Background: an optimization exercise with open tools, aiming at small area, a short achievable clock period and few clock cycles. Do not read the settings as production practice. No functional check of the RTL was part of any run shown here. No activity file was given, so power comes from the tool's default toggle rates.

==> flow/config.mk <==
export PLATFORM = sky130hd
export DESIGN_NAME = stack_machine
export DESIGN_NICKNAME = stack_machine
export VERILOG_FILES = /design/flow/design.v
export SDC_FILE = /design/flow/constraint.sdc
export NUM_CORES = 4
export LEC_CHECK = 0
export CAP_MARGIN = 20
export CORE_MARGIN = 2
export CORE_UTILIZATION = 40
export SETUP_SLACK_MARGIN = 2.0
export SLEW_MARGIN = 20
==> flow/constraint.sdc <==
create_clock -name core_clock -period 7.0 [get_ports {clk}]
set_input_delay 1.4000 -clock core_clock [delete_from_list [all_inputs] [get_ports {clk}]]
set_output_delay 1.4000 -clock core_clock [all_outputs]
set_load 0.01 [all_outputs]
==> flow/design.v <==
module stack_machine_mulchunk (
    input  [18:0] x,
    input  [10:0] b,
    input  [18:0] acc,
    input         first,
    input         s,
    input         n4next,
    output [28:0] msum
);
wire [19:0] xe = {x[18], x};
wire neg0 = b[2];
wire one0 = b[1] ^ b[0];
wire two0 = (b[2] & ~b[1] & ~b[0]) | (~b[2] & b[1] & b[0]);
wire w0_0 = ((one0 & xe[0]) | (two0 & 1'b0)) ^ neg0;
wire w0_1 = ((one0 & xe[1]) | (two0 & xe[0])) ^ neg0;
wire w0_2 = ((one0 & xe[2]) | (two0 & xe[1])) ^ neg0;
wire w0_3 = ((one0 & xe[3]) | (two0 & xe[2])) ^ neg0;
wire w0_4 = ((one0 & xe[4]) | (two0 & xe[3])) ^ neg0;
wire w0_5 = ((one0 & xe[5]) | (two0 & xe[4])) ^ neg0;
wire w0_6 = ((one0 & xe[6]) | (two0 & xe[5])) ^ neg0;
wire w0_7 = ((one0 & xe[7]) | (two0 & xe[6])) ^ neg0;
wire w0_8 = ((one0 & xe[8]) | (two0 & xe[7])) ^ neg0;
wire w0_9 = ((one0 & xe[9]) | (two0 & xe[8])) ^ neg0;
wire w0_10 = ((one0 & xe[10]) | (two0 & xe[9])) ^ neg0;
wire w0_11 = ((one0 & xe[11]) | (two0 & xe[10])) ^ neg0;
wire w0_12 = ((one0 & xe[12]) | (two0 & xe[11])) ^ neg0;
wire w0_13 = ((one0 & xe[13]) | (two0 & xe[12])) ^ neg0;
wire w0_14 = ((one0 & xe[14]) | (two0 & xe[13])) ^ neg0;
wire w0_15 = ((one0 & xe[15]) | (two0 & xe[14])) ^ neg0;
wire w0_16 = ((one0 & xe[16]) | (two0 & xe[15])) ^ neg0;
wire w0_17 = ((one0 & xe[17]) | (two0 & xe[16])) ^ neg0;
wire w0_18 = ((one0 & xe[18]) | (two0 & xe[17])) ^ neg0;
wire w0_19 = ((one0 & xe[19]) | (two0 & xe[18])) ^ neg0;
wire neg1 = b[4];
wire one1 = b[3] ^ b[2];
wire two1 = (b[4] & ~b[3] & ~b[2]) | (~b[4] & b[3] & b[2]);
wire w1_0 = ((one1 & xe[0]) | (two1 & 1'b0)) ^ neg1;
wire w1_1 = ((one1 & xe[1]) | (two1 & xe[0])) ^ neg1;
wire w1_2 = ((one1 & xe[2]) | (two1 & xe[1])) ^ neg1;
wire w1_3 = ((one1 & xe[3]) | (two1 & xe[2])) ^ neg1;
wire w1_4 = ((one1 & xe[4]) | (two1 & xe[3])) ^ neg1;
wire w1_5 = ((one1 & xe[5]) | (two1 & xe[4])) ^ neg1;
wire w1_6 = ((one1 & xe[6]) | (two1 & xe[5])) ^ neg1;
wire w1_7 = ((one1 & xe[7]) | (two1 & xe[6])) ^ neg1;
wire w1_8 = ((one1 & xe[8]) | (two1 & xe[7])) ^ neg1;
wire w1_9 = ((one1 & xe[9]) | (two1 & xe[8])) ^ neg1;
wire w1_10 = ((one1 & xe[10]) | (two1 & xe[9])) ^ neg1;
wire w1_11 = ((one1 & xe[11]) | (two1 & xe[10])) ^ neg1;
wire w1_12 = ((one1 & xe[12]) | (two1 & xe[11])) ^ neg1;
wire w1_13 = ((one1 & xe[13]) | (two1 & xe[12])) ^ neg1;
wire w1_14 = ((one1 & xe[14]) | (two1 & xe[13])) ^ neg1;
wire w1_15 = ((one1 & xe[15]) | (two1 & xe[14])) ^ neg1;
wire w1_16 = ((one1 & xe[16]) | (two1 & xe[15])) ^ neg1;
wire w1_17 = ((one1 & xe[17]) | (two1 & xe[16])) ^ neg1;
wire w1_18 = ((one1 & xe[18]) | (two1 & xe[17])) ^ neg1;
wire w1_19 = ((one1 & xe[19]) | (two1 & xe[18])) ^ neg1;
wire neg2 = b[6];
wire one2 = b[5] ^ b[4];
wire two2 = (b[6] & ~b[5] & ~b[4]) | (~b[6] & b[5] & b[4]);
wire w2_0 = ((one2 & xe[0]) | (two2 & 1'b0)) ^ neg2;
wire w2_1 = ((one2 & xe[1]) | (two2 & xe[0])) ^ neg2;
wire w2_2 = ((one2 & xe[2]) | (two2 & xe[1])) ^ neg2;
wire w2_3 = ((one2 & xe[3]) | (two2 & xe[2])) ^ neg2;
wire w2_4 = ((one2 & xe[4]) | (two2 & xe[3])) ^ neg2;
wire w2_5 = ((one2 & xe[5]) | (two2 & xe[4])) ^ neg2;
wire w2_6 = ((one2 & xe[6]) | (two2 & xe[5])) ^ neg2;
wire w2_7 = ((one2 & xe[7]) | (two2 & xe[6])) ^ neg2;
wire w2_8 = ((one2 & xe[8]) | (two2 & xe[7])) ^ neg2;
wire w2_9 = ((one2 & xe[9]) | (two2 & xe[8])) ^ neg2;
wire w2_10 = ((one2 & xe[10]) | (two2 & xe[9])) ^ neg2;
wire w2_11 = ((one2 & xe[11]) | (two2 & xe[10])) ^ neg2;
wire w2_12 = ((one2 & xe[12]) | (two2 & xe[11])) ^ neg2;
wire w2_13 = ((one2 & xe[13]) | (two2 & xe[12])) ^ neg2;
wire w2_14 = ((one2 & xe[14]) | (two2 & xe[13])) ^ neg2;
wire w2_15 = ((one2 & xe[15]) | (two2 & xe[14])) ^ neg2;
wire w2_16 = ((one2 & xe[16]) | (two2 & xe[15])) ^ neg2;
wire w2_17 = ((one2 & xe[17]) | (two2 & xe[16])) ^ neg2;
wire w2_18 = ((one2 & xe[18]) | (two2 & xe[17])) ^ neg2;
wire w2_19 = ((one2 & xe[19]) | (two2 & xe[18])) ^ neg2;
wire neg3 = b[8];
wire one3 = b[7] ^ b[6];
wire two3 = (b[8] & ~b[7] & ~b[6]) | (~b[8] & b[7] & b[6]);
wire w3_0 = ((one3 & xe[0]) | (two3 & 1'b0)) ^ neg3;
wire w3_1 = ((one3 & xe[1]) | (two3 & xe[0])) ^ neg3;
wire w3_2 = ((one3 & xe[2]) | (two3 & xe[1])) ^ neg3;
wire w3_3 = ((one3 & xe[3]) | (two3 & xe[2])) ^ neg3;
wire w3_4 = ((one3 & xe[4]) | (two3 & xe[3])) ^ neg3;
wire w3_5 = ((one3 & xe[5]) | (two3 & xe[4])) ^ neg3;
wire w3_6 = ((one3 & xe[6]) | (two3 & xe[5])) ^ neg3;
wire w3_7 = ((one3 & xe[7]) | (two3 & xe[6])) ^ neg3;
wire w3_8 = ((one3 & xe[8]) | (two3 & xe[7])) ^ neg3;
wire w3_9 = ((one3 & xe[9]) | (two3 & xe[8])) ^ neg3;
wire w3_10 = ((one3 & xe[10]) | (two3 & xe[9])) ^ neg3;
wire w3_11 = ((one3 & xe[11]) | (two3 & xe[10])) ^ neg3;
wire w3_12 = ((one3 & xe[12]) | (two3 & xe[11])) ^ neg3;
wire w3_13 = ((one3 & xe[13]) | (two3 & xe[12])) ^ neg3;
wire w3_14 = ((one3 & xe[14]) | (two3 & xe[13])) ^ neg3;
wire w3_15 = ((one3 & xe[15]) | (two3 & xe[14])) ^ neg3;
wire w3_16 = ((one3 & xe[16]) | (two3 & xe[15])) ^ neg3;
wire w3_17 = ((one3 & xe[17]) | (two3 & xe[16])) ^ neg3;
wire w3_18 = ((one3 & xe[18]) | (two3 & xe[17])) ^ neg3;
wire w3_19 = ((one3 & xe[19]) | (two3 & xe[18])) ^ neg3;
wire neg4 = b[10];
wire one4 = b[9] ^ b[8];
wire two4 = (b[10] & ~b[9] & ~b[8]) | (~b[10] & b[9] & b[8]);
wire w4_0 = ((one4 & xe[0]) | (two4 & 1'b0)) ^ neg4;
wire w4_1 = ((one4 & xe[1]) | (two4 & xe[0])) ^ neg4;
wire w4_2 = ((one4 & xe[2]) | (two4 & xe[1])) ^ neg4;
wire w4_3 = ((one4 & xe[3]) | (two4 & xe[2])) ^ neg4;
wire w4_4 = ((one4 & xe[4]) | (two4 & xe[3])) ^ neg4;
wire w4_5 = ((one4 & xe[5]) | (two4 & xe[4])) ^ neg4;
wire w4_6 = ((one4 & xe[6]) | (two4 & xe[5])) ^ neg4;
wire w4_7 = ((one4 & xe[7]) | (two4 & xe[6])) ^ neg4;
wire w4_8 = ((one4 & xe[8]) | (two4 & xe[7])) ^ neg4;
wire w4_9 = ((one4 & xe[9]) | (two4 & xe[8])) ^ neg4;
wire w4_10 = ((one4 & xe[10]) | (two4 & xe[9])) ^ neg4;
wire w4_11 = ((one4 & xe[11]) | (two4 & xe[10])) ^ neg4;
wire w4_12 = ((one4 & xe[12]) | (two4 & xe[11])) ^ neg4;
wire w4_13 = ((one4 & xe[13]) | (two4 & xe[12])) ^ neg4;
wire w4_14 = ((one4 & xe[14]) | (two4 & xe[13])) ^ neg4;
wire w4_15 = ((one4 & xe[15]) | (two4 & xe[14])) ^ neg4;
wire w4_16 = ((one4 & xe[16]) | (two4 & xe[15])) ^ neg4;
wire w4_17 = ((one4 & xe[17]) | (two4 & xe[16])) ^ neg4;
wire w4_18 = ((one4 & xe[18]) | (two4 & xe[17])) ^ neg4;
wire w4_19 = ((one4 & xe[19]) | (two4 & xe[18])) ^ neg4;
wire [28:0] kc = 29'd358088704;
wire [7:0] rnd = 8'd128 - {7'd0, s};
wire [28:0] arow = {kc[28], kc[27], kc[26], kc[25], kc[24], kc[23], kc[22], kc[21], kc[20], (first ? kc[19] : ~acc[18]), (first ? n4next : acc[18]), (~first & acc[17]), (~first & acc[16]), (~first & acc[15]), (~first & acc[14]), (~first & acc[13]), (~first & acc[12]), (~first & acc[11]), (~first & acc[10]), (~first & acc[9]), (first ? b[10] : acc[8]), (first ? rnd[7] : acc[7]), (first ? rnd[6] : acc[6]), (first ? rnd[5] : acc[5]), (first ? rnd[4] : acc[4]), (first ? rnd[3] : acc[3]), (first ? rnd[2] : acc[2]), (first ? rnd[1] : acc[1]), (first ? rnd[0] : acc[0])};
wire t1 = w0_4 ^ w1_2;
wire t2 = w0_4 & w1_2;
wire t3 = w0_5 ^ w1_3;
wire t4 = w0_5 & w1_3;
wire t5 = w0_6 ^ w1_4 ^ w2_2;
wire t6 = (w0_6 & w1_4) | (w0_6 & w2_2) | (w1_4 & w2_2);
wire t7 = w3_0 ^ neg3;
wire t8 = w3_0 & neg3;
wire t9 = w0_7 ^ w1_5 ^ w2_3;
wire t10 = (w0_7 & w1_5) | (w0_7 & w2_3) | (w1_5 & w2_3);
wire t11 = w3_1 ^ arow[7];
wire t12 = w3_1 & arow[7];
wire t13 = w0_8 ^ w1_6 ^ w2_4;
wire t14 = (w0_8 & w1_6) | (w0_8 & w2_4) | (w1_6 & w2_4);
wire t15 = w3_2 ^ w4_0 ^ arow[8];
wire t16 = (w3_2 & w4_0) | (w3_2 & arow[8]) | (w4_0 & arow[8]);
wire t17 = w0_9 ^ w1_7 ^ w2_5;
wire t18 = (w0_9 & w1_7) | (w0_9 & w2_5) | (w1_7 & w2_5);
wire t19 = w3_3 ^ w4_1 ^ arow[9];
wire t20 = (w3_3 & w4_1) | (w3_3 & arow[9]) | (w4_1 & arow[9]);
wire t21 = w0_10 ^ w1_8 ^ w2_6;
wire t22 = (w0_10 & w1_8) | (w0_10 & w2_6) | (w1_8 & w2_6);
wire t23 = w3_4 ^ w4_2 ^ arow[10];
wire t24 = (w3_4 & w4_2) | (w3_4 & arow[10]) | (w4_2 & arow[10]);
wire t25 = w0_11 ^ w1_9 ^ w2_7;
wire t26 = (w0_11 & w1_9) | (w0_11 & w2_7) | (w1_9 & w2_7);
wire t27 = w3_5 ^ w4_3 ^ arow[11];
wire t28 = (w3_5 & w4_3) | (w3_5 & arow[11]) | (w4_3 & arow[11]);
wire t29 = w0_12 ^ w1_10 ^ w2_8;
wire t30 = (w0_12 & w1_10) | (w0_12 & w2_8) | (w1_10 & w2_8);
wire t31 = w3_6 ^ w4_4 ^ arow[12];
wire t32 = (w3_6 & w4_4) | (w3_6 & arow[12]) | (w4_4 & arow[12]);
wire t33 = w0_13 ^ w1_11 ^ w2_9;
wire t34 = (w0_13 & w1_11) | (w0_13 & w2_9) | (w1_11 & w2_9);
wire t35 = w3_7 ^ w4_5 ^ arow[13];
wire t36 = (w3_7 & w4_5) | (w3_7 & arow[13]) | (w4_5 & arow[13]);
wire t37 = w0_14 ^ w1_12 ^ w2_10;
wire t38 = (w0_14 & w1_12) | (w0_14 & w2_10) | (w1_12 & w2_10);
wire t39 = w3_8 ^ w4_6 ^ arow[14];
wire t40 = (w3_8 & w4_6) | (w3_8 & arow[14]) | (w4_6 & arow[14]);
wire t41 = w0_15 ^ w1_13 ^ w2_11;
wire t42 = (w0_15 & w1_13) | (w0_15 & w2_11) | (w1_13 & w2_11);
wire t43 = w3_9 ^ w4_7 ^ arow[15];
wire t44 = (w3_9 & w4_7) | (w3_9 & arow[15]) | (w4_7 & arow[15]);
wire t45 = w0_16 ^ w1_14 ^ w2_12;
wire t46 = (w0_16 & w1_14) | (w0_16 & w2_12) | (w1_14 & w2_12);
wire t47 = w3_10 ^ w4_8 ^ arow[16];
wire t48 = (w3_10 & w4_8) | (w3_10 & arow[16]) | (w4_8 & arow[16]);
wire t49 = w0_17 ^ w1_15 ^ w2_13;
wire t50 = (w0_17 & w1_15) | (w0_17 & w2_13) | (w1_15 & w2_13);
wire t51 = w3_11 ^ w4_9 ^ arow[17];
wire t52 = (w3_11 & w4_9) | (w3_11 & arow[17]) | (w4_9 & arow[17]);
wire t53 = w0_18 ^ w1_16 ^ w2_14;
wire t54 = (w0_18 & w1_16) | (w0_18 & w2_14) | (w1_16 & w2_14);
wire t55 = w3_12 ^ w4_10 ^ arow[18];
wire t56 = (w3_12 & w4_10) | (w3_12 & arow[18]) | (w4_10 & arow[18]);
wire t57 = ~w0_19 ^ w1_17 ^ w2_15;
wire t58 = (~w0_19 & w1_17) | (~w0_19 & w2_15) | (w1_17 & w2_15);
wire t59 = w3_13 ^ w4_11 ^ arow[19];
wire t60 = (w3_13 & w4_11) | (w3_13 & arow[19]) | (w4_11 & arow[19]);
wire t61 = w1_18 ^ w2_16 ^ w3_14;
wire t62 = (w1_18 & w2_16) | (w1_18 & w3_14) | (w2_16 & w3_14);
wire t63 = w4_12 ^ arow[20];
wire t64 = w4_12 & arow[20];
wire t65 = ~w1_19 ^ w2_17 ^ w3_15;
wire t66 = (~w1_19 & w2_17) | (~w1_19 & w3_15) | (w2_17 & w3_15);
wire t67 = w4_13 ^ arow[21];
wire t68 = w4_13 & arow[21];
wire t69 = w2_18 ^ w3_16 ^ w4_14;
wire t70 = (w2_18 & w3_16) | (w2_18 & w4_14) | (w3_16 & w4_14);
wire t71 = ~w2_19 ^ w3_17;
wire t72 = ~w2_19 & w3_17;
wire t73 = w0_2 ^ w1_0;
wire t74 = w0_2 & w1_0;
wire t75 = w0_3 ^ w1_1;
wire t76 = w0_3 & w1_1;
wire t77 = w2_0 ^ neg2 ^ arow[4];
wire t78 = (w2_0 & neg2) | (w2_0 & arow[4]) | (neg2 & arow[4]);
wire t79 = w2_1 ^ arow[5] ^ t2;
wire t80 = (w2_1 & arow[5]) | (w2_1 & t2) | (arow[5] & t2);
wire t81 = arow[6] ^ t4 ^ t5;
wire t82 = (arow[6] & t4) | (arow[6] & t5) | (t4 & t5);
wire t83 = t6 ^ t8 ^ t9;
wire t84 = (t6 & t8) | (t6 & t9) | (t8 & t9);
wire t85 = t10 ^ t12 ^ t13;
wire t86 = (t10 & t12) | (t10 & t13) | (t12 & t13);
wire t87 = t14 ^ t16 ^ t17;
wire t88 = (t14 & t16) | (t14 & t17) | (t16 & t17);
wire t89 = t18 ^ t20 ^ t21;
wire t90 = (t18 & t20) | (t18 & t21) | (t20 & t21);
wire t91 = t22 ^ t24 ^ t25;
wire t92 = (t22 & t24) | (t22 & t25) | (t24 & t25);
wire t93 = t26 ^ t28 ^ t29;
wire t94 = (t26 & t28) | (t26 & t29) | (t28 & t29);
wire t95 = t30 ^ t32 ^ t33;
wire t96 = (t30 & t32) | (t30 & t33) | (t32 & t33);
wire t97 = t34 ^ t36 ^ t37;
wire t98 = (t34 & t36) | (t34 & t37) | (t36 & t37);
wire t99 = t38 ^ t40 ^ t41;
wire t100 = (t38 & t40) | (t38 & t41) | (t40 & t41);
wire t101 = t42 ^ t44 ^ t45;
wire t102 = (t42 & t44) | (t42 & t45) | (t44 & t45);
wire t103 = t46 ^ t48 ^ t49;
wire t104 = (t46 & t48) | (t46 & t49) | (t48 & t49);
wire t105 = t50 ^ t52 ^ t53;
wire t106 = (t50 & t52) | (t50 & t53) | (t52 & t53);
wire t107 = t54 ^ t56 ^ t57;
wire t108 = (t54 & t56) | (t54 & t57) | (t56 & t57);
wire t109 = t58 ^ t60 ^ t61;
wire t110 = (t58 & t60) | (t58 & t61) | (t60 & t61);
wire t111 = t62 ^ t64 ^ t65;
wire t112 = (t62 & t64) | (t62 & t65) | (t64 & t65);
wire t113 = arow[22] ^ t66 ^ t68;
wire t114 = (arow[22] & t66) | (arow[22] & t68) | (t66 & t68);
wire t115 = w4_15 ^ arow[23] ^ t70;
wire t116 = (w4_15 & arow[23]) | (w4_15 & t70) | (arow[23] & t70);
wire t117 = w3_18 ^ w4_16 ^ arow[24];
wire t118 = (w3_18 & w4_16) | (w3_18 & arow[24]) | (w4_16 & arow[24]);
wire t119 = ~w3_19 ^ w4_17;
wire t120 = ~w3_19 & w4_17;
wire t121 = w0_0 ^ neg0;
wire t122 = w0_0 & neg0;
wire t123 = w0_1 ^ arow[1];
wire t124 = w0_1 & arow[1];
wire t125 = neg1 ^ arow[2] ^ t73;
wire t126 = (neg1 & arow[2]) | (neg1 & t73) | (arow[2] & t73);
wire t127 = arow[3] ^ t74 ^ t75;
wire t128 = (arow[3] & t74) | (arow[3] & t75) | (t74 & t75);
wire t129 = t1 ^ t76 ^ t77;
wire t130 = (t1 & t76) | (t1 & t77) | (t76 & t77);
wire t131 = t3 ^ t78 ^ t79;
wire t132 = (t3 & t78) | (t3 & t79) | (t78 & t79);
wire t133 = t7 ^ t80 ^ t81;
wire t134 = (t7 & t80) | (t7 & t81) | (t80 & t81);
wire t135 = t11 ^ t82 ^ t83;
wire t136 = (t11 & t82) | (t11 & t83) | (t82 & t83);
wire t137 = t15 ^ t84 ^ t85;
wire t138 = (t15 & t84) | (t15 & t85) | (t84 & t85);
wire t139 = t19 ^ t86 ^ t87;
wire t140 = (t19 & t86) | (t19 & t87) | (t86 & t87);
wire t141 = t23 ^ t88 ^ t89;
wire t142 = (t23 & t88) | (t23 & t89) | (t88 & t89);
wire t143 = t27 ^ t90 ^ t91;
wire t144 = (t27 & t90) | (t27 & t91) | (t90 & t91);
wire t145 = t31 ^ t92 ^ t93;
wire t146 = (t31 & t92) | (t31 & t93) | (t92 & t93);
wire t147 = t35 ^ t94 ^ t95;
wire t148 = (t35 & t94) | (t35 & t95) | (t94 & t95);
wire t149 = t39 ^ t96 ^ t97;
wire t150 = (t39 & t96) | (t39 & t97) | (t96 & t97);
wire t151 = t43 ^ t98 ^ t99;
wire t152 = (t43 & t98) | (t43 & t99) | (t98 & t99);
wire t153 = t47 ^ t100 ^ t101;
wire t154 = (t47 & t100) | (t47 & t101) | (t100 & t101);
wire t155 = t51 ^ t102 ^ t103;
wire t156 = (t51 & t102) | (t51 & t103) | (t102 & t103);
wire t157 = t55 ^ t104 ^ t105;
wire t158 = (t55 & t104) | (t55 & t105) | (t104 & t105);
wire t159 = t59 ^ t106 ^ t107;
wire t160 = (t59 & t106) | (t59 & t107) | (t106 & t107);
wire t161 = t63 ^ t108 ^ t109;
wire t162 = (t63 & t108) | (t63 & t109) | (t108 & t109);
wire t163 = t67 ^ t110 ^ t111;
wire t164 = (t67 & t110) | (t67 & t111) | (t110 & t111);
wire t165 = t69 ^ t112 ^ t113;
wire t166 = (t69 & t112) | (t69 & t113) | (t112 & t113);
wire t167 = t71 ^ t114 ^ t115;
wire t168 = (t71 & t114) | (t71 & t115) | (t114 & t115);
wire t169 = t72 ^ t116 ^ t117;
wire t170 = (t72 & t116) | (t72 & t117) | (t116 & t117);
wire t171 = arow[25] ^ t118 ^ t119;
wire t172 = (arow[25] & t118) | (arow[25] & t119) | (t118 & t119);
wire t173 = w4_18 ^ arow[26] ^ t120;
wire t174 = (w4_18 & arow[26]) | (w4_18 & t120) | (arow[26] & t120);
wire t175 = ~w4_19 ^ arow[27];
wire t176 = ~w4_19 & arow[27];
wire [28:0] ra = {arow[28], t174, t172, t170, t168, t166, t164, t162, t160, t158, t156, t154, t152, t150, t148, t146, t144, t142, t140, t138, t136, t134, t132, t130, t128, t126, t124, t122, arow[0]};
wire [28:0] rb = {t176, t175, t173, t171, t169, t167, t165, t163, t161, t159, t157, t155, t153, t151, t149, t147, t145, t143, t141, t139, t137, t135, t133, t131, t129, t127, t125, t123, t121};
assign msum = ra + rb;
endmodule
module stack_machine (
    clk,
    rst,
    start,
    ready,
    x_input,
    y_output,
    skip_pixel,
    output_queue_index,
    output_queue_get,
    output_queue_length,
    output_queue_data_out,
    output_queue_ready
);
input clk;
input rst;
input      start;
output     ready;
input      [9:0] x_input;
output reg [8:0] y_output;
output reg       skip_pixel;
output     [5:0]  output_queue_index;
output reg        output_queue_get;
input      [6:0]  output_queue_length;
input      [19:0] output_queue_data_out;
input             output_queue_ready;
localparam NS = 10;               
localparam [18:0] VMAX = 19'h3ffff;
localparam [18:0] VMIN = 19'h40000;
localparam [4:0] ST_IDLE  = 5'd0,
                 ST_RUN   = 4'd1,
                 ST_FIN   = 4'd2,
                 ST_SINIT = 4'd3,
                 ST_TSCAN = 4'd4,
                 ST_ROOTS = 4'd5,
                 ST_DN    = 4'd6,
                 ST_FS1   = 4'd7,
                 ST_FS2   = 4'd8,
                 ST_UPB   = 4'd9,
                 ST_UPS   = 4'd10,
                 ST_FS3   = 4'd11,
                 ST_SWAP  = 4'd12,
                 ST_OPX   = 4'd13,
                 ST_OPW   = 4'd14,
                 ST_ROOT  = 4'd15,
                 ST_DEC   = 5'd16,
                 ST_DEC3  = 5'd17,
                 ST_UPA   = 5'd18;
localparam [1:0] U_MUL = 2'd0, U_POW = 2'd1, U_DIV = 2'd2;
reg  [4:0]  state;
reg         rdy;
reg  [9:0]  xr;
reg  [18:0] S [0:NS-1];
reg  [3:0]  dp;                   
reg  [6:0]  c;                    
reg         pend;                 
reg         rv;                   
reg         u_busy;
reg  [1:0]  u_kind;
reg  [3:0]  u_cnt;
reg         u_wb;                 
reg  [10:0] pw;                   
reg  [18:0] acc;                  
reg  [18:0] rem;                  
reg  [1:0]  ml;                   
reg  [9:0]  mlo;                  
reg         dsign;
reg         dovf;
reg  [6:0]  cnt;
reg  [6:0]  q;
reg  [6:0]  sq;
reg  [6:0]  sr;
wire [18:0] S0 = S[0];
wire [18:0] S1 = S[1];
assign ready = rdy;
assign output_queue_index = f[5:0];
wire [6:0]  xm  = {1'b0, xr[9:6], 2'b0} + {1'b0, xr[5:0]};
reg  [4:0]  xmq;
reg  [2:0]  xb;
always @(*) begin
    case (xm)
        7'd0: begin xmq = 5'd0; xb = 3'd0; end
        7'd1: begin xmq = 5'd0; xb = 3'd1; end
        7'd2: begin xmq = 5'd0; xb = 3'd2; end
        7'd3: begin xmq = 5'd0; xb = 3'd3; end
        7'd4: begin xmq = 5'd0; xb = 3'd4; end
        7'd5: begin xmq = 5'd1; xb = 3'd0; end
        7'd6: begin xmq = 5'd1; xb = 3'd1; end
        7'd7: begin xmq = 5'd1; xb = 3'd2; end
        7'd8: begin xmq = 5'd1; xb = 3'd3; end
        7'd9: begin xmq = 5'd1; xb = 3'd4; end
        7'd10: begin xmq = 5'd2; xb = 3'd0; end
        7'd11: begin xmq = 5'd2; xb = 3'd1; end
        7'd12: begin xmq = 5'd2; xb = 3'd2; end
        7'd13: begin xmq = 5'd2; xb = 3'd3; end
        7'd14: begin xmq = 5'd2; xb = 3'd4; end
        7'd15: begin xmq = 5'd3; xb = 3'd0; end
        7'd16: begin xmq = 5'd3; xb = 3'd1; end
        7'd17: begin xmq = 5'd3; xb = 3'd2; end
        7'd18: begin xmq = 5'd3; xb = 3'd3; end
        7'd19: begin xmq = 5'd3; xb = 3'd4; end
        7'd20: begin xmq = 5'd4; xb = 3'd0; end
        7'd21: begin xmq = 5'd4; xb = 3'd1; end
        7'd22: begin xmq = 5'd4; xb = 3'd2; end
        7'd23: begin xmq = 5'd4; xb = 3'd3; end
        7'd24: begin xmq = 5'd4; xb = 3'd4; end
        7'd25: begin xmq = 5'd5; xb = 3'd0; end
        7'd26: begin xmq = 5'd5; xb = 3'd1; end
        7'd27: begin xmq = 5'd5; xb = 3'd2; end
        7'd28: begin xmq = 5'd5; xb = 3'd3; end
        7'd29: begin xmq = 5'd5; xb = 3'd4; end
        7'd30: begin xmq = 5'd6; xb = 3'd0; end
        7'd31: begin xmq = 5'd6; xb = 3'd1; end
        7'd32: begin xmq = 5'd6; xb = 3'd2; end
        7'd33: begin xmq = 5'd6; xb = 3'd3; end
        7'd34: begin xmq = 5'd6; xb = 3'd4; end
        7'd35: begin xmq = 5'd7; xb = 3'd0; end
        7'd36: begin xmq = 5'd7; xb = 3'd1; end
        7'd37: begin xmq = 5'd7; xb = 3'd2; end
        7'd38: begin xmq = 5'd7; xb = 3'd3; end
        7'd39: begin xmq = 5'd7; xb = 3'd4; end
        7'd40: begin xmq = 5'd8; xb = 3'd0; end
        7'd41: begin xmq = 5'd8; xb = 3'd1; end
        7'd42: begin xmq = 5'd8; xb = 3'd2; end
        7'd43: begin xmq = 5'd8; xb = 3'd3; end
        7'd44: begin xmq = 5'd8; xb = 3'd4; end
        7'd45: begin xmq = 5'd9; xb = 3'd0; end
        7'd46: begin xmq = 5'd9; xb = 3'd1; end
        7'd47: begin xmq = 5'd9; xb = 3'd2; end
        7'd48: begin xmq = 5'd9; xb = 3'd3; end
        7'd49: begin xmq = 5'd9; xb = 3'd4; end
        7'd50: begin xmq = 5'd10; xb = 3'd0; end
        7'd51: begin xmq = 5'd10; xb = 3'd1; end
        7'd52: begin xmq = 5'd10; xb = 3'd2; end
        7'd53: begin xmq = 5'd10; xb = 3'd3; end
        7'd54: begin xmq = 5'd10; xb = 3'd4; end
        7'd55: begin xmq = 5'd11; xb = 3'd0; end
        7'd56: begin xmq = 5'd11; xb = 3'd1; end
        7'd57: begin xmq = 5'd11; xb = 3'd2; end
        7'd58: begin xmq = 5'd11; xb = 3'd3; end
        7'd59: begin xmq = 5'd11; xb = 3'd4; end
        7'd60: begin xmq = 5'd12; xb = 3'd0; end
        7'd61: begin xmq = 5'd12; xb = 3'd1; end
        7'd62: begin xmq = 5'd12; xb = 3'd2; end
        7'd63: begin xmq = 5'd12; xb = 3'd3; end
        7'd64: begin xmq = 5'd12; xb = 3'd4; end
        7'd65: begin xmq = 5'd13; xb = 3'd0; end
        7'd66: begin xmq = 5'd13; xb = 3'd1; end
        7'd67: begin xmq = 5'd13; xb = 3'd2; end
        7'd68: begin xmq = 5'd13; xb = 3'd3; end
        7'd69: begin xmq = 5'd13; xb = 3'd4; end
        7'd70: begin xmq = 5'd14; xb = 3'd0; end
        7'd71: begin xmq = 5'd14; xb = 3'd1; end
        7'd72: begin xmq = 5'd14; xb = 3'd2; end
        7'd73: begin xmq = 5'd14; xb = 3'd3; end
        7'd74: begin xmq = 5'd14; xb = 3'd4; end
        7'd75: begin xmq = 5'd15; xb = 3'd0; end
        7'd76: begin xmq = 5'd15; xb = 3'd1; end
        7'd77: begin xmq = 5'd15; xb = 3'd2; end
        7'd78: begin xmq = 5'd15; xb = 3'd3; end
        7'd79: begin xmq = 5'd15; xb = 3'd4; end
        7'd80: begin xmq = 5'd16; xb = 3'd0; end
        7'd81: begin xmq = 5'd16; xb = 3'd1; end
        7'd82: begin xmq = 5'd16; xb = 3'd2; end
        7'd83: begin xmq = 5'd16; xb = 3'd3; end
        7'd84: begin xmq = 5'd16; xb = 3'd4; end
        7'd85: begin xmq = 5'd17; xb = 3'd0; end
        7'd86: begin xmq = 5'd17; xb = 3'd1; end
        7'd87: begin xmq = 5'd17; xb = 3'd2; end
        7'd88: begin xmq = 5'd17; xb = 3'd3; end
        7'd89: begin xmq = 5'd17; xb = 3'd4; end
        7'd90: begin xmq = 5'd18; xb = 3'd0; end
        7'd91: begin xmq = 5'd18; xb = 3'd1; end
        7'd92: begin xmq = 5'd18; xb = 3'd2; end
        7'd93: begin xmq = 5'd18; xb = 3'd3; end
        7'd94: begin xmq = 5'd18; xb = 3'd4; end
        7'd95: begin xmq = 5'd19; xb = 3'd0; end
        7'd96: begin xmq = 5'd19; xb = 3'd1; end
        7'd97: begin xmq = 5'd19; xb = 3'd2; end
        7'd98: begin xmq = 5'd19; xb = 3'd3; end
        7'd99: begin xmq = 5'd19; xb = 3'd4; end
        7'd100: begin xmq = 5'd20; xb = 3'd0; end
        7'd101: begin xmq = 5'd20; xb = 3'd1; end
        7'd102: begin xmq = 5'd20; xb = 3'd2; end
        7'd103: begin xmq = 5'd20; xb = 3'd3; end
        7'd104: begin xmq = 5'd20; xb = 3'd4; end
        7'd105: begin xmq = 5'd21; xb = 3'd0; end
        7'd106: begin xmq = 5'd21; xb = 3'd1; end
        7'd107: begin xmq = 5'd21; xb = 3'd2; end
        7'd108: begin xmq = 5'd21; xb = 3'd3; end
        7'd109: begin xmq = 5'd21; xb = 3'd4; end
        7'd110: begin xmq = 5'd22; xb = 3'd0; end
        7'd111: begin xmq = 5'd22; xb = 3'd1; end
        7'd112: begin xmq = 5'd22; xb = 3'd2; end
        7'd113: begin xmq = 5'd22; xb = 3'd3; end
        7'd114: begin xmq = 5'd22; xb = 3'd4; end
        7'd115: begin xmq = 5'd23; xb = 3'd0; end
        7'd116: begin xmq = 5'd23; xb = 3'd1; end
        7'd117: begin xmq = 5'd23; xb = 3'd2; end
        7'd118: begin xmq = 5'd23; xb = 3'd3; end
        7'd119: begin xmq = 5'd23; xb = 3'd4; end
        7'd120: begin xmq = 5'd24; xb = 3'd0; end
        7'd121: begin xmq = 5'd24; xb = 3'd1; end
        7'd122: begin xmq = 5'd24; xb = 3'd2; end
        7'd123: begin xmq = 5'd24; xb = 3'd3; end
        default: begin xmq = 5'd0; xb = 3'd0; end
    endcase
end
wire [7:0]  xa  = {2'b0, xr[9:6], 2'b0} + {1'b0, xr[9:6], 3'b0} + {3'd0, xmq};
wire [3:0]  xt  = {xb, xr < 10'd320};
reg  [5:0]  xlo;
always @(*) begin
    case (xt)
        4'b0000: xlo = 6'd0;   4'b0001: xlo = 6'd0;
        4'b0010: xlo = 6'd12;  4'b0011: xlo = 6'd13;
        4'b0100: xlo = 6'd25;  4'b0101: xlo = 6'd26;
        4'b0110: xlo = 6'd38;  4'b0111: xlo = 6'd39;
        4'b1000: xlo = 6'd51;  4'b1001: xlo = 6'd52;
        default: xlo = 6'd0;
    endcase
end
wire [12:0] xhi = {5'd0, xa} - 13'd64;
wire [18:0] X   = {xhi, xlo};
wire [19:0] qd     = output_queue_data_out;
wire        it_op  = qd[19] & (qd[2:0] != 3'd6);
wire [2:0]  opc    = qd[2:0];
wire [18:0] pv     = qd[19] ? X : qd[18:0];
wire [19:0] sum   = {S1[18], S1} + {S0[18], S0};
wire [19:0] dif   = {S1[18], S1} - {S0[18], S0};
wire [18:0] r_add = (sum[19] != sum[18]) ? (sum[19] ? VMIN : VMAX) : sum[18:0];
wire [18:0] r_sub = (dif[19] != dif[18]) ? (dif[19] ? VMIN : VMAX) : dif[18:0];
wire [19:0] ye    = {S1[18], S1};
wire [10:0] mb    = u_cnt[0] ? {ye[19:10], ye[9]} : {ye[9:0], 1'b0};
wire [28:0] msum;
stack_machine_mulchunk mulchunk (
    .x     (S0),
    .b     (mb),
    .acc   (acc),
    .first (~u_cnt[0]),
    .s     (S0[18] ^ S1[18]),
    .n4next(S1[18]),
    .msum  (msum)
);
wire        m_hi  = ~acc[18] & (acc[17:6] != 12'd0);
wire        m_lo  =  acc[18] & (acc[17:6] != 12'hfff);
wire [18:0] r_mul = m_hi ? VMAX : m_lo ? VMIN : {acc[6:0], mlo, ml};
wire [18:0] aS0 = S0[18] ? -S0 : S0;
wire [18:0] aS1 = S1[18] ? -S1 : S1;
wire [19:0] d1  = {rem, S1[18]} - {1'b0, S0};
wire        q1  = ~d1[19];
wire [19:0] d2a = {d1[18:0], S1[17]} - {1'b0, S0};
wire [19:0] d2b = {rem[17:0], S1[18], S1[17]} - {1'b0, S0};
wire        q2  = q1 ? ~d2a[19] : ~d2b[19];
wire [18:0] r2  = q1 ? (~d2a[19] ? d2a[18:0] : {d1[17:0], S1[17]}) :
                       (~d2b[19] ? d2b[18:0] : {rem[16:0], S1[18], S1[17]});
wire [18:0] r_div = dovf ? (dsign ? VMIN : VMAX) : (dsign ? -{1'b0, S1[17:0]} : {1'b0, S1[17:0]});
wire        [18:0] s0v = (dp == 4'd0) ? 19'd0 : S0;
wire signed [24:0] sx  = {{6{s0v[18]}}, s0v};
wire signed [24:0] yr  = 25'sd61440 + {17'd0, s0v[7:0]} - (sx <<< 4) - (sx <<< 2);
wire               yskip = yr[24] | (yr >= 25'sd123136);
wire [6:0] L = output_queue_length;
wire [6:0] fp1 = f + 7'd1;
wire [6:0] fm1 = f - 7'd1;
wire [6:0] cmp_a = (state == ST_UPS) ? sq : q;
wire [6:0] cmp_c = (state == ST_FS2) ? sr : (state == ST_FS3) ? sq : q;
wire [8:0] cmp_d = {2'b0, cmp_a} + {2'b0, f} - {1'b0, cmp_c, 1'b0} - ((state == ST_UPS) ? 9'd2 : 9'd0);
wire       cmp_le = cmp_d[8] | (cmp_d == 9'd0);
wire       cmp_ge = ~cmp_d[8];
localparam [3:0] MV_HOLD = 0, MV_PUSH = 1, MV_POP = 2, MV_DRAIN = 3, MV_SWAP = 4,
                 MV_SET0 = 5, MV_COPY = 6, MV_DIVA = 7, MV_DIVS = 8, MV_XFIX = 9,
                 MV_PP = 10;      
reg  [3:0]  mv;
reg  [18:0] res;
reg  [4:0]  state_n;
reg         get_n;
reg  [6:0]  f_n;
reg  [6:0]  f;                    
reg         pend_n;
reg         u_busy_n;
reg         ex;                   
reg         ex_done;              
reg         exo;                  
reg         wbnext;               
reg         ustart;               
reg  [1:0]  ustart_kind;
reg         skip_set;
reg         slow;
reg         s0sm;                 
wire        dz = u_busy & (u_kind == U_DIV) & ~u_wb & (u_cnt == 4'd0) & (S0 == 19'd0);
always @(*) begin
    slow = (state != ST_RUN);
    ex   = ((state == ST_RUN) & pend & ~u_busy) |
           ((state == ST_DN) & rv & ~it_op) | ((state == ST_OPX) & rv);
    mv          = MV_HOLD;
    res         = r_add;
    ustart      = 1'b0;
    ustart_kind = U_MUL;
    ex_done     = 1'b0;
    skip_set    = 1'b0;
    state_n     = state;
    exo    = 1'b0;
    wbnext = u_busy & ~u_wb &
             ((u_kind == U_DIV) ? (u_cnt == 4'd8) : (u_cnt[0] & ~(u_kind == U_POW && pw > 11'd2)));
    if (u_busy) begin
        if (u_wb) begin
            if (u_kind == U_DIV) begin
                mv  = MV_POP;
                res = r_div;
            end else if (u_kind == U_POW && pw[10:1] == 10'd0) begin
                res = pw[0] ? S0 : 19'd256;
                mv  = MV_POP;
            end else begin
                res = r_mul;
                mv  = (u_kind == U_POW && pw != 11'd2) ? MV_SET0 : MV_POP;
            end
        end else if (u_kind == U_DIV) begin
            mv = MV_DIVS;
            if (dz) begin
                skip_set = 1'b1;
                state_n  = ST_IDLE;
            end
        end
    end
    if ((state == ST_RUN) && pend && u_busy && u_wb && mv == MV_POP && !it_op) begin
        exo = 1'b1;
        mv  = MV_PP;
    end
    if (ex) begin
        if (!it_op) begin
            if (!slow && dp == NS) begin
                state_n = ST_SINIT;
            end else begin
                mv = MV_PUSH;
                ex_done = 1'b1;
            end
        end else if (dp < 4'd2) begin
            state_n = ST_FIN;
        end else begin
            case (opc)
                3'd0: begin mv = MV_POP; res = r_add; ex_done = 1'b1; end
                3'd1: begin mv = MV_POP; res = r_sub; ex_done = 1'b1; end
                3'd2: begin ustart = 1'b1; ustart_kind = U_MUL; end
                3'd3: begin
                    mv = MV_DIVA;
                    ustart = 1'b1; ustart_kind = U_DIV;
                end
                3'd4: begin
                    if (s0sm) begin
                        if (S0[8]) mv = MV_DRAIN;
                        else begin mv = MV_POP; res = 19'd256; end
                        ex_done = 1'b1;
                    end else begin
                        mv = MV_COPY;
                        ustart = 1'b1; ustart_kind = U_POW;
                    end
                end
                default: begin mv = MV_POP; res = r_sub; ex_done = 1'b1; end
            endcase
        end
    end
    if (state == ST_FIN && dp > 4'd1) mv = MV_DRAIN;
    if (state == ST_SWAP) mv = MV_SWAP;
    if (state == ST_ROOT && sq != 7'd0) mv = MV_DRAIN;
end
always @(*) begin
    if (ustart) u_busy_n = 1'b1;
    else if (dz) u_busy_n = 1'b0;
    else if (u_busy && u_wb && !(u_kind == U_POW && pw > 11'd2)) u_busy_n = 1'b0;
    else u_busy_n = u_busy;
end
integer k;
always @(posedge clk) begin
    case (mv)
        MV_PUSH: begin
            S[0] <= pv;
            S[1] <= S0;
            for (k = 2; k < NS; k = k + 1) S[k] <= S[k-1];
        end
        MV_POP: begin
            S[0] <= res;
            for (k = 1; k < NS - 1; k = k + 1) S[k] <= S[k+1];
        end
        MV_DRAIN: begin
            for (k = 0; k < NS - 1; k = k + 1) S[k] <= S[k+1];
        end
        MV_SWAP: begin
            S[0] <= S1;
            S[1] <= S0;
        end
        MV_SET0: S[0] <= res;
        MV_PP: begin
            S[0] <= pv;
            S[1] <= res;
        end
        MV_COPY: S[0] <= S1;
        MV_DIVA: begin
            S[0] <= aS0;
            S[1] <= {aS1[9:0], 9'd0};
        end
        MV_DIVS: S[1] <= {S1[16:0], q1, q2};
        default: ;
    endcase
    case (mv)
        MV_PUSH, MV_PP:    s0sm <= ~qd[19] & (qd[18:9] == 10'd0);
        MV_HOLD, MV_DIVS:  s0sm <= s0sm;
        default:           s0sm <= 1'b0;
    endcase
    case (mv)
        MV_PUSH:           dp <= dp + 4'd1;
        MV_POP, MV_DRAIN:  dp <= dp - 4'd1;
        default: ;
    endcase
    u_busy <= u_busy_n;
    if (ustart) begin
        u_kind <= ustart_kind;
        u_cnt  <= 4'd0;
        u_wb   <= 1'b0;
        if (ustart_kind == U_MUL) begin
            acc   <= msum[28:10];
            ml    <= msum[9:8];
            u_cnt <= 4'd1;
        end
        if (ustart_kind == U_POW) begin
            pw   <= S0[18:8];
            u_wb <= (S0[18:9] == 10'd0);
        end
        if (ustart_kind == U_DIV) begin
            rem   <= {10'd0, aS1[18:10]};
            dsign <= S0[18] ^ S1[18];
        end
    end else if (u_busy) begin
        if (u_wb) begin
            u_wb  <= 1'b0;
            u_cnt <= 4'd0;
            if (u_kind == U_POW) pw <= pw - 11'd1;
        end else if (u_kind == U_DIV) begin
            if (u_cnt == 4'd0) dovf <= (rem >= S0);
            rem   <= r2;
            u_cnt <= dz ? 4'd0 : u_cnt + 4'd1;
            if (u_cnt == 4'd8) u_wb <= 1'b1;
        end else if (!u_cnt[0]) begin
            acc   <= msum[28:10];
            ml    <= msum[9:8];
            u_cnt <= 4'd1;
        end else begin
            acc   <= msum[28:10];
            mlo   <= msum[9:0];
            u_wb  <= 1'b1;
        end
    end
    if (skip_set) skip_pixel <= 1'b1;
    if (state == ST_FIN && dp <= 4'd1) begin
        skip_pixel <= yskip;
        y_output   <= yr[16:8];
    end
    if (state == ST_IDLE || state == ST_SINIT) dp <= 4'd0;
    if (rst) begin
        u_busy <= 1'b0;
        u_wb   <= 1'b0;
        u_cnt  <= 4'd0;
        dp     <= 4'd0;
    end
end
always @(posedge clk) begin
    rv   <= output_queue_get;
    rdy  <= 1'b0;
    output_queue_get <= 1'b0;
    case (state)
        ST_IDLE: begin
            rdy <= 1'b1;
            output_queue_get   <= 1'b1;
            f <= 7'd0;
            if (start) begin
                xr   <= x_input;
                c    <= 7'd0;
                pend <= 1'b1;
                rdy  <= 1'b0;
                if (L == 7'd0) begin
                    state <= ST_FIN;
                    output_queue_get <= 1'b0;
                end else begin
                    state <= ST_RUN;
                    f <= 7'd1;
                    output_queue_get   <= (L > 7'd1);
                end
            end
        end
        ST_RUN: begin
            begin : run_blk
                reg p_n;
                reg [6:0] fn;
                reg [6:0] cn;
                p_n = output_queue_get | (pend & ~ex & ~exo);
                fn  = f + {6'd0, output_queue_get};
                cn  = c + {6'd0, ex | exo};
                pend <= p_n;
                f    <= fn;
                c    <= cn;
                output_queue_get   <= (fn < L) & (~p_n | ~u_busy_n |
                                      (~output_queue_get & pend & ~ex & ~it_op & wbnext));
                if (state_n != ST_RUN) begin
                    state <= state_n;
                    output_queue_get <= 1'b0;
                    if (state_n == ST_IDLE) begin
                        rdy <= 1'b1;
                        output_queue_get   <= 1'b1;
                                    f <= 7'd0;
                    end
                end else if ((ex_done && cn == L) ||
                             (u_busy && !u_busy_n && cn == L)) begin
                    state <= ST_FIN;
                    output_queue_get <= 1'b0;
                end
            end
        end
        ST_FIN: begin
            if (dp <= 4'd1) begin
                state <= ST_IDLE;
                rdy   <= 1'b1;
                output_queue_get   <= 1'b1;
                    f <= 7'd0;
            end
        end
        ST_SINIT: begin
            f   <= 7'd0;
            cnt <= 7'd0;
            if (L == 7'd0) begin
                c <= 7'd0;
                state <= ST_ROOTS;
            end else begin
                output_queue_get <= 1'b1;
                state <= ST_TSCAN;
            end
        end
        ST_TSCAN: if (rv) begin
            if (it_op && cnt < 7'd2) begin
                c <= f;
                state <= ST_ROOTS;
            end else begin
                cnt <= it_op ? cnt - 7'd1 : cnt + 7'd1;
                f   <= fp1;
                if (fp1 == L) begin
                    c <= L;
                    state <= ST_ROOTS;
                end else output_queue_get <= 1'b1;
            end
        end
        ST_ROOTS: begin
            if (c == 7'd0) state <= ST_FIN;
            else begin
                f <= c;
                state <= ST_DEC;
            end
        end
        ST_DEC: begin
            f <= fm1;
            q <= fm1;
            output_queue_get <= 1'b1;
            state <= ST_DN;
        end
        ST_DEC3: begin
            f   <= fm1;
            cnt <= 7'd1;
            output_queue_get <= 1'b1;
            state <= ST_FS3;
        end
        ST_DN: if (rv) begin
            if (!it_op) begin
                sq <= f;
                state <= ST_UPB;
            end else begin
                f   <= fm1;
                cnt <= 7'd1;
                output_queue_get <= 1'b1;
                state <= ST_FS1;
            end
        end
        ST_FS1, ST_FS2, ST_FS3: if (rv) begin
            begin : fs_blk
                reg [6:0] cn;
                cn = it_op ? cnt + 7'd1 : cnt - 7'd1;
                if (cn != 7'd0) begin
                    cnt <= cn;
                    f   <= fm1;
                    output_queue_get <= 1'b1;
                end else if (state == ST_FS1) begin
                    sr  <= f;
                    f   <= fm1;
                    cnt <= 7'd1;
                    output_queue_get <= 1'b1;
                    state <= ST_FS2;
                end else if (state == ST_FS2) begin
                    f <= cmp_le ? sr : q;
                    state <= ST_DEC;
                end else begin
                    if (cmp_ge) begin
                        f <= sq;
                        state <= ST_DEC;
                    end else begin
                        q  <= sr;
                        sq <= f;
                        f  <= sr;
                        output_queue_get <= 1'b1;
                        state <= ST_OPX;
                    end
                end
            end
        end
        ST_UPB: begin
            f   <= q;
            cnt <= 7'd0;
            state <= ST_UPA;
        end
        ST_UPA: begin
            if (fp1 == c) state <= ST_ROOT;
            else begin
                f <= fp1;
                output_queue_get <= 1'b1;
                state <= ST_UPS;
            end
        end
        ST_UPS: if (rv) begin
            if (it_op && cnt == 7'd0) begin
                sr <= f;
                f  <= sq;
                state <= ST_DEC3;
            end else if (it_op && cnt == 7'd1) begin
                sr <= f;
                if (cmp_le) state <= ST_DEC;
                else begin
                    q <= f;
                    output_queue_get <= 1'b1;
                    state <= ST_SWAP;
                end
            end else begin
                cnt <= it_op ? cnt - 7'd1 : cnt + 7'd1;
                state <= ST_UPA;
            end
        end
        ST_SWAP: state <= ST_OPX;
        ST_OPX: if (rv) begin
            if (state_n == ST_IDLE) begin
                state <= ST_IDLE;
                rdy   <= 1'b1;
                output_queue_get   <= 1'b1;
                    f <= 7'd0;
            end else if (ustart) state <= ST_OPW;
            else state <= ST_UPB;
        end
        ST_OPW: begin
            if (dz) begin
                state <= ST_IDLE;
                rdy   <= 1'b1;
                output_queue_get   <= 1'b1;
                    f <= 7'd0;
            end else if (!u_busy_n) state <= ST_UPB;
        end
        ST_ROOT: begin
            if (sq == 7'd0) state <= ST_FIN;
            else begin
                f <= sq;
                state <= ST_DEC;
            end
        end
        default: state <= ST_IDLE;
    endcase
    if (rst) begin
        state <= ST_IDLE;
        rdy   <= 1'b1;
        output_queue_get <= 1'b1;
        pend  <= 1'b0;
        f     <= 7'd0;
    end
end
endmodule
==> flow/run.sh <==
#!/bin/bash
# synth_recipe.tcl (not shown) runs the flow's synth.tcl, then flattens the netlist and writes it again
# the make line also repeats each setting of config.mk as NAME=value (left out here)
make -C /OpenROAD-flow-scripts/flow DESIGN_CONFIG=/design/flow/config.mk WORK_HOME=/design/flow/orfs CLKGATE_MAP_FILE= SYNTH_SCRIPT=/design/flow/synth_recipe.tcl finish
==> out/results.txt, run 1 <==
Clock-pin slew was measured on the worst setup and hold paths at 70 ps. Most used flip-flop cell after synthesis: edfxtp_1. STA classifies the critical path startpoint as a register. The clock passes through at most 3 buffers. Max-cap violations in this run came to 0. The area fraction of the dominant cell type after synthesis works out to 0.265. By area the synthesized netlist is led by edfxtp_1 27%, ha_1 9.2%, nand2_1 6.8%. Setup slack closes at 1430 ps. In this run the horizontal extent of the chip is 301 um.

After the first detailed-routing iteration, the DRC count stood at 3,712. Setup repair after global routing could not meet its margin everywhere. The total I/O pin count was 59; the final setup TNS was 0 ps.

Clock skew on the completed layout was measured at 37.3 ps. The logs give 0 for the DRC violation count after routing and 337 for the CTS sink count. The number of nets still failing antenna checks after routing came out at 0. The sequential-to-total area share from yosys stat was 0.280; the post-synth net total was 4,666. Clock latency on the worst-skew pair, taken at its later pin, is 620 ps. The number of clock buffers added by TritonCTS is 43. During placement, the flow inserted port buffers numbering 57. The placer congestion estimate is 0.996, and the required arrival time at the worst endpoint is 7330 ps. The tools report the count of placed standard cells including taps as 5,349.

For the starting density of the core, the log shows 0.404. In this run, distinct cell masters in the synthesized netlist total 119. The tools report the cell at the root of the clock tree as clkbuf_16.

Leaving out filler cells and counting taps, the final layout contains 5,531. The wire length after detailed routing was 125 mm. The flow ran to the end and the layout has no timing, DRC or antenna violations. The total power after layout is 20.4 mW, and the synthesized area per cell is 8.23 um^2. The share of the core filled with cells came out at 0.468. Critical register-to-register path startpoint: u_cnt[0]$_SDFFE_PP0N_. TritonCTS built the clock tree.

After the last flow step, the layout net total stands at 4,734. The startpoint of the worst hold path is S[8][12]$_DFFE_PP_. Summed over all cells, the static leakage comes to 16.2 nW. With fillers left out, the area of the finished cells amounts to 40,700 um^2. The first global-routing pass estimated 189 mm of wire. The Yosys step of the flow raised 2 warnings. The run gives 108 as the number of cell rows. The worst-case IR drop observed on VDD is 596 uV. The die covers 90,400 um^2. By count the netlist is led by 636 x nand2_1, 341 x nor2_1, 311 x edfxtp_1. After synthesis the netlist holds a flip-flop and latch count of 337. The final-layout worst hold slack is 447 ps. Along the worst path, the maximum fanout reaches 18. The total area inside the core boundary comes to 87,000 um^2. The first TritonRoute pass finished after 6 iterations.

The detailed router placed 33,400 vias in this run. The final hold violation count was 0. For the half-perimeter wire length after placement, the log shows 90.4 mm. The post-route clock period utilization works out to 0.796. The synthesized instance count is 4,277.

The headroom to the max-slew limit was 0.248; the area after detailed placement was 37,400 um^2. In this run the vertical extent of the chip is 301 um. The most critical setup path has its startpoint at u_cnt[0]$_SDFFE_PP0N_. The destination of the worst hold path is S[9][12]$_DFFE_PP_.

The tightest min-delay check is of the register to register type. For the total of hold buffers inserted after clock tree synthesis, the log shows 0. Setup-violating endpoint count in the final report: 0.

The cell area that synthesis handed to floorplanning was 35,200 um^2. The proportion of synthesized flip-flops having asynchronous set or reset is 0. The synthesis-to-layout area growth works out to 15.6%. After detailed routing, the average wire length per cell comes to 22.6 um. The final count of pins violating max slew was 0.

The worst hold path passes through 0 cells. Overall global routing resource usage: 0.268. The arrival time of the worst setup path was 5900 ps; the worst-case reg-to-reg path depth was 22.

The fraction of layout cells with a size suffix above 1 is 0.129. The kind of critical path was register to register. The most used standard cell by instance count after synthesis is nand2_1. Prior to clock tree synthesis, the placed netlist has a worst setup slack of 826 ps.

In this run, synthesis inferred 311 flip-flops with an integrated enable. The endpoint identified for the worst register-to-register timing path is acc[14]$_DFFE_PP_. For this run, the top clock speed supported by timing is 180 MHz. The fill cell total of the finished layout was 8,592; the time the final worst path needs with I/O delays and setup was 5570 ps. The count of H-tree levels built during CTS came out at 2. The via count of the first global-routing pass came out at 31,100.

The global-route congestion overflow total was 0; the internal reg-to-reg setup slack was 1430 ps. The power per standard cell area came out at 502 nW/um^2. STA classifies the critical path endpoint as a register. Entering global routing, the biggest net connects 135 pins. Cell accounting for the most synthesized area: edfxtp_1. Initial antenna violation count: 1. Transition at the pin with the smallest max-transition slack: 1130 ps. Dividing the detail-routed via count by the number of cells gives 6.04.
[metal layers]
layer	wire, um	global-route usage
met1	55400	0.384
met2	53500	0.401
met3	10500	0.0394
met4	5820	0.111
met5	13	0
[area by class of cell]
class / instances / area [um^2] / share of cell area
timing repair buffer: 302 / 2730 / 0.0671
clock buffer: 50 / 1110 / 0.0273
sequential: 337 / 9870 / 0.243
inverter: 284 / 1080 / 0.0264
tap: 1155 / 1450 / 0.0355
antenna: 2 / 5.00 / 0.000123
multi-input combinational: 3377 / 24100 / 0.593
clock inverter: 24 / 323 / 0.00793
[state kept, by name, summed over array words and instances, names as in the netlist, 2 cells and up]
name / count
S: 190
acc: 19
c: 7
cnt: 7
dp: 4
f: 7
ml: 2
mlo: 10
pw: 11
q: 7
rem: 19
sq: 7
sr: 7
state: 5
u_cnt: 4
u_kind: 2
xr: 10
y_output: 9
[repair_timing]
item	in CTS	in global routing
endpoints found under the setup margin	105	89
cloned	4	3
gates resized for setup	118	119
pin swaps	48	50
setup buffers	65	34
[layout by cell type (no fill, tap or decap), types with 26 or more instances in the layout]
cell             synthesis  layout
a21o_1                  68      68
inv_1                  268     252
nor3_1                  79      76
o22ai_1                 36      36
o21ai_0                254     234
xnor2_1                161     158
o21ai_1                 25      36
mux2i_1                 51      38
xor2_1                  73      69
o211ai_1                33      33
nand3_1                 72      71
nor2b_1                 35      34
a31oi_1                 37      34
nor2_1                 341     331
a21oi_1                308     294
or3_1                   27      26
a211oi_1               113     105
ha_1                   258     246
nor4_1                  28      28
clkdlybuf4s50_1          0      54
nand2b_1                50      50
nand2_1                636     626
buf_4                    9     203
o21a_1                  36      35
clkbuf_16                0      45
a221oi_1                68      55
fa_1                    90      82
edfxtp_1               311     311
a22oi_1                 78      78
[worst max path at each step]
stage / cells after the start / endpoint / slack [ps]
floorplan: 24 / acc[16]$_DFFE_PP_ / 1610
global placement: 21 / acc[16]$_DFFE_PP_ / 750
detailed placement: 16 / state[1]$_SDFFE_PP0P_ / 830
CTS: 24 / acc[16]$_DFFE_PP_ / 1570
global route: 23 / acc[16]$_DFFE_PP_ / 1270
finish: 22 / acc[14]$_DFFE_PP_ / 1430
[worst max-delay path, stage by stage, from the launching register on]
cell	delay, ps
dfxtp_4	460
buf_4	170
mux2i_4	350
xnor2_2	180
nor2_4	140
a22oi_1	160
o21ai_1	120
fa_1	550
inv_1	60
fa_1	530
inv_1	50
fa_1	490
inv_2	50
ha_4	210
a21o_1	170
a21o_1	160
a21o_1	180
a221o_1	410
a22o_1	250
o211a_1	230
nor2_2	150
o21bai_1	90
xor2_1	140
[power by group]
| group | leakage, nW | internal (mW) | switching [mW] |
|---|---|---|---|
| registers | 3.04 | 3.01 | 0.309 |
| clock network | 0.695 | 1.37 | 0.969 |
| logic | 12.5 | 6.46 | 8.32 |
[cell families (layout without fill, tap and decap cells)]
| group | count (synthesis) | in the layout | synth area share |
|---|---|---|---|
| simple gates | 1428 | 1432 | 0.184 |
| compound gates | 1284 | 1284 | 0.245 |
| buf+inv | 567 | 660 | 0.0634 |
| fa+ha+maj | 356 | 356 | 0.145 |
| flops | 337 | 337 | 0.280 |
| xor+xnor | 239 | 239 | 0.0613 |
| mux | 66 | 66 | 0.0209 |
| other cells | 0 | 2 | 0 |
==> run 2: changes to the inputs <==
--- a/flow/config.mk
+++ b/flow/config.mk
@@ -8,5 +8,5 @@
 export CAP_MARGIN = 20
 export CORE_MARGIN = 2
-export CORE_UTILIZATION = 40
-export SETUP_SLACK_MARGIN = 2.0
+export CORE_UTILIZATION = 60
+export SETUP_SLACK_MARGIN = 2.5
 export SLEW_MARGIN = 20
==> out/results.txt, run 2 <==
The flow ran to the end and the layout has no timing, DRC or antenna violations. The run gives 5,210 (-5.8%) as the post-route non-filler standard cell count. The time the final worst path needs with I/O delays and setup is 5550 ps (-23.6 ps).

The tools report the die area as 60,600 um^2 (-33%). The tools report the total clock buffers created by CTS as 40 (-7.0%). The run gives 11.9 mW (+9.5%) as the internal power of the cells.

Of all cell types, the one taking the most synthesized area is edfxtp_1. The setup path with the least slack is of type register to register. The global-route wire length before repair came out at 188 mm (about the same). The switching portion of total power is 0.464 (-0.00525).

The post-route clock period utilization works out to 0.792 (-0.00338). The worst setup path is captured at a register. The area fraction of the dominant cell type after synthesis was 0.265 (unchanged).

The area after detailed placement was 36,800 um^2 (-1.8%). CTS sink count: 337 (unchanged). The tools report the sequential-to-total area share from yosys stat as 0.280 (unchanged). The number of nets in the layout came out at 4,797 (+1.3%).

The synthesized area per cell came out at 8.23 um^2 (unchanged). The tools report the pre-CTS setup slack as 580 ps (-245 ps). By area the synthesized netlist is led by edfxtp_1 27%, ha_1 9.2%, nand2_1 6.8%. The maximum clock frequency is 180 MHz (+0.43%). The transition at the pin with the smallest max-transition slack works out to 1090 ps (-40.8 ps). The global-route congestion overflow total was 0 (unchanged). The via count normalized by instance count works out to 6.70 (+11%). The tools report the cell at the root of the clock tree as clkbuf_16.

For the starting density of the core, the log shows 0.609 (+0.204). The initial antenna violation count came out at 7 (+6). The placeable core region is 57,800 um^2 (-34%).

Maximum resistive drop on vdd: 1150 uV (+93%). The DRC violation count after routing is 0 (unchanged). Commonest non-fill, non-tap cell in the layout: nand2_1. The max-cap check violation count is 0 (unchanged). The number of warning messages in the yosys log is 2 (unchanged). The worst-case reg-to-reg path depth is 24 (+9.1%), and the peak fanout along the critical path is 7 (-11).

The detailed router's first-iteration violation count was 4,481 (+21%); the finished layout cell area was 41,900 um^2 (+2.9%). Total I/O pin count: 59 (unchanged). Most used flip-flop cell after synthesis: edfxtp_1. For the setup-violating endpoint count in the final report, the log shows 0 (unchanged).

In the final layout, the registers with the most flip-flops are S x190, acc x19, rem x19. The arrival time of the worst setup path is 5890 ps (about the same). The flip-flop and latch count after synthesis is 337 (unchanged), and the number of cell rows is 88 (-19%).

TritonCTS built the clock tree. The number of synthesized flops with an enable pin works out to 311 (unchanged). The run gives 1.10 (+9.9%) as the placer congestion estimate.

The class of the tightest hold or removal check is register to register. Category of the worst setup path launch point: a register. The logs give 0.743 (+0.020) for the part of the power in combinational logic and 2 (unchanged) for the count of H-tree levels built during CTS.

From synthesis to final layout, the design area changed by 19.0%. The width of the chip is 246 um (-18%), and the number of unique standard cell types used by synthesis is 119 (unchanged). The detailed-route via count is 34,900 (+4.5%). The final hold violation count is 0 (unchanged). The final setup TNS was 0 ps (unchanged); the synthesized instance count was 4,277 (unchanged). In the synthesized netlist, the cells that appear most often are 636 x nand2_1, 341 x nor2_1, 311 x edfxtp_1. The number of buffers added on ports is 57 (unchanged), and the smallest setup slack after layout is 1450 ps (+23.6 ps). The height of the die was 246 um (-18%). Post-synth net total: 4,666 (unchanged). The most used standard cell by instance count after synthesis was nand2_1.

The fraction of layout cells with a size suffix above 1 works out to 0.167 (+0.0379). Setup repair after global routing could not meet its margin everywhere. The clock tree buffer depth is 3 (unchanged), and the insertion delay of the later-clocked pin in the worst-skew pair is 600 ps (-20 ps).

The clock network power share is 0.107 (-0.007). The logs give 7340 ps (about the same) for the required arrival time at the worst endpoint and 35,200 um^2 (unchanged) for the post-synth design cell area. The average detailed-routed wire length per instance was 24.3 um (+7.2%).

The half-perimeter wire length after placement was 84.7 mm (-6.4%). The via count of the first global-routing pass came out at 32,400 (+4.1%). The largest register by flop count is S. The tools report the number of nets still failing antenna checks after routing as 0 (unchanged).

The final count of pins violating max slew is 0 (unchanged). The largest net degree at the start of global routing was 135 (unchanged); the worst-case clock skew was 32.0 ps (-5.27 ps). For the total power after layout, the log shows 22.2 mW (+8.4%).

The headroom to the max-slew limit was 0.275 (+0.0272); the power per standard cell area was 529 nW/um^2 (+5.3%). The overall global routing resource usage came out at 0.400 (+0.132). In the layout the commonest cells are 620 x nand2_1, 323 x nor2_1, 311 x edfxtp_1, 279 x a21oi_1, 243 x inv_1. The clock-pin transition on the worst setup and hold timing paths is 60 ps (about the same), and the count of placed standard cells including taps is 4,929 (-7.9%). The flip-flop count of the largest register after layout is 190 (unchanged). The part of the total power dissipated in sequential elements was 0.150 (-0.012); the number of stages on the worst hold path was 0 (unchanged).

The static leakage was 16.8 nW (+3.6%); the total of hold buffers inserted after clock tree synthesis was 0 (unchanged). Wire length after detailed routing: 127 mm (+1.0%). The reported net switching power was 10.3 mW (+7.2%); the proportion of synthesized flip-flops having asynchronous set or reset was 0 (unchanged). For the number of optimization iterations in the first detailed-route pass, the log shows 10 (+4).
-- run 2: area by class of cell --
type / instances / area [um^2]
Tap cell: 765 / 957
Multi-Input combinational cell: 3381 / 24900
Clock buffer: 46 / 1040
Fill cell: 4484 / 15900
Antenna cell: 5 / 12.5
Timing Repair Buffer: 364 / 3500
Clock inverter: 28 / 414
Inverter: 284 / 1130
Sequential cell: 337 / 9880
-- run 2: path summary, 6_finish.rpt --
| kind | startpoint | endpoint | slack [ps] |
|---|---|---|---|
| setup reg to reg | u_cnt[0]$_SDFFE_PP0N_ | acc[16]$_DFFE_PP_ | 1450 |
| hold / removal | S[8][18]$_DFFE_PP_ | S[9][18]$_DFFE_PP_ | 450 |
| hold reg to reg | S[8][18]$_DFFE_PP_ | S[9][18]$_DFFE_PP_ | 450 |
| setup / recovery | u_cnt[0]$_SDFFE_PP0N_ | acc[16]$_DFFE_PP_ | 1450 |
-- run 2: power groups by stage --
stage	combinational, mW	sequential (mW)	clock (mW)
after floorplan	9.38	3.19	0
after global placement	11.8	3.39	0
after detailed placement	12.0	3.39	0
after CTS	14.0	3.31	2.37
after global routing	17.7	3.35	2.44
final	16.5	3.33	2.37
-- run 2: metal layers --
| metal | routed length (um) | GRT usage |
|---|---|---|
| met1 | 48200 | 0.521 |
| met2 | 54300 | 0.602 |
| met3 | 15400 | 0.110 |
| met4 | 8470 | 0.215 |
| met5 | 142 | 0 |
-- run 2: cells by family (layout without fill, tap and decap cells) --
group | count (synthesis) | count (layout) | share of synthesized area
AOI/OAI and AO/OA | 1284 | 1284 | 0.245
other | 0 | 5 | 0
and+or+nand+nor | 1428 | 1435 | 0.184
xor gates and xnor gates | 239 | 239 | 0.0613
muxes | 66 | 67 | 0.0209
buffers and inverters | 567 | 722 | 0.0634
adders and majority gates | 356 | 356 | 0.145
DFF | 337 | 337 | 0.280
-- run 2: per-stage QoR --
stage / hold slack, ps / util
after floorplan: 420 / -
after global placement: 431 / 0.636
after detailed placement: 434 / 0.636
after CTS: 448 / 0.697
after global routing: 456 / 0.724
final: 445 / 0.724
-- run 2: critical path, stage by stage (launching register included) --
cell and delay (ps):
dfxtp_4 360, buf_12 160, buf_12 130, mux2i_4 180
and2_4 210, clkbuf_16 160, buf_6 120, a211oi_1 250
nor2_1 80, a221oi_2 220, fa_1 460, inv_1 80
fa_1 420, inv_1 80, fa_1 400, inv_1 60
ha_1 280, a21o_1 220, a21o_1 210, a221o_1 390
a22o_1 230, o211a_1 220, nor2_2 130, o21ai_2 80
xor2_1 170
-- run 2: timing repair --
| action | in CTS | in global routing |
|---|---|---|
| setup endpoints to repair | 398 | 356 |
| cloned | 12 | 7 |
| setup buffers | 115 | 68 |
| resized for setup | 221 | 214 |
| pin swaps | 68 | 89 |
| endpoints found under the hold margin | 0 | 0 |

static timing again, ports no longer ideal:
The flow's constraints put no driver on any port. The routed layouts listed below were extracted and timed again, unchanged, in two steps. Step 1 (the two cells are an assumption about what drives the block):
set clk [get_ports {clk}]
set_driving_cell -lib_cell sky130_fd_sc_hd__clkbuf_16 $clk
set_driving_cell -lib_cell sky130_fd_sc_hd__buf_2 [delete_from_list [all_inputs] $clk]
Step 2, shift: input delay + t, output delay - t, t = (earliest + latest rising clock arrival at the registers) / 2. This alone moves slack from input paths to output paths. a / b / c = ideal ports / drivers / drivers and shift; a / b = the first two.
run	shift t [ns]	setup slack, ns	latest minus earliest clock arrival (ns)
run 1	0.663	1.431 / 1.431 / 1.431	0.040 / 0.041
run 2	0.655	1.454 / 1.454 / 1.454	0.034 / 0.034
After both steps every run listed still meets setup and hold.
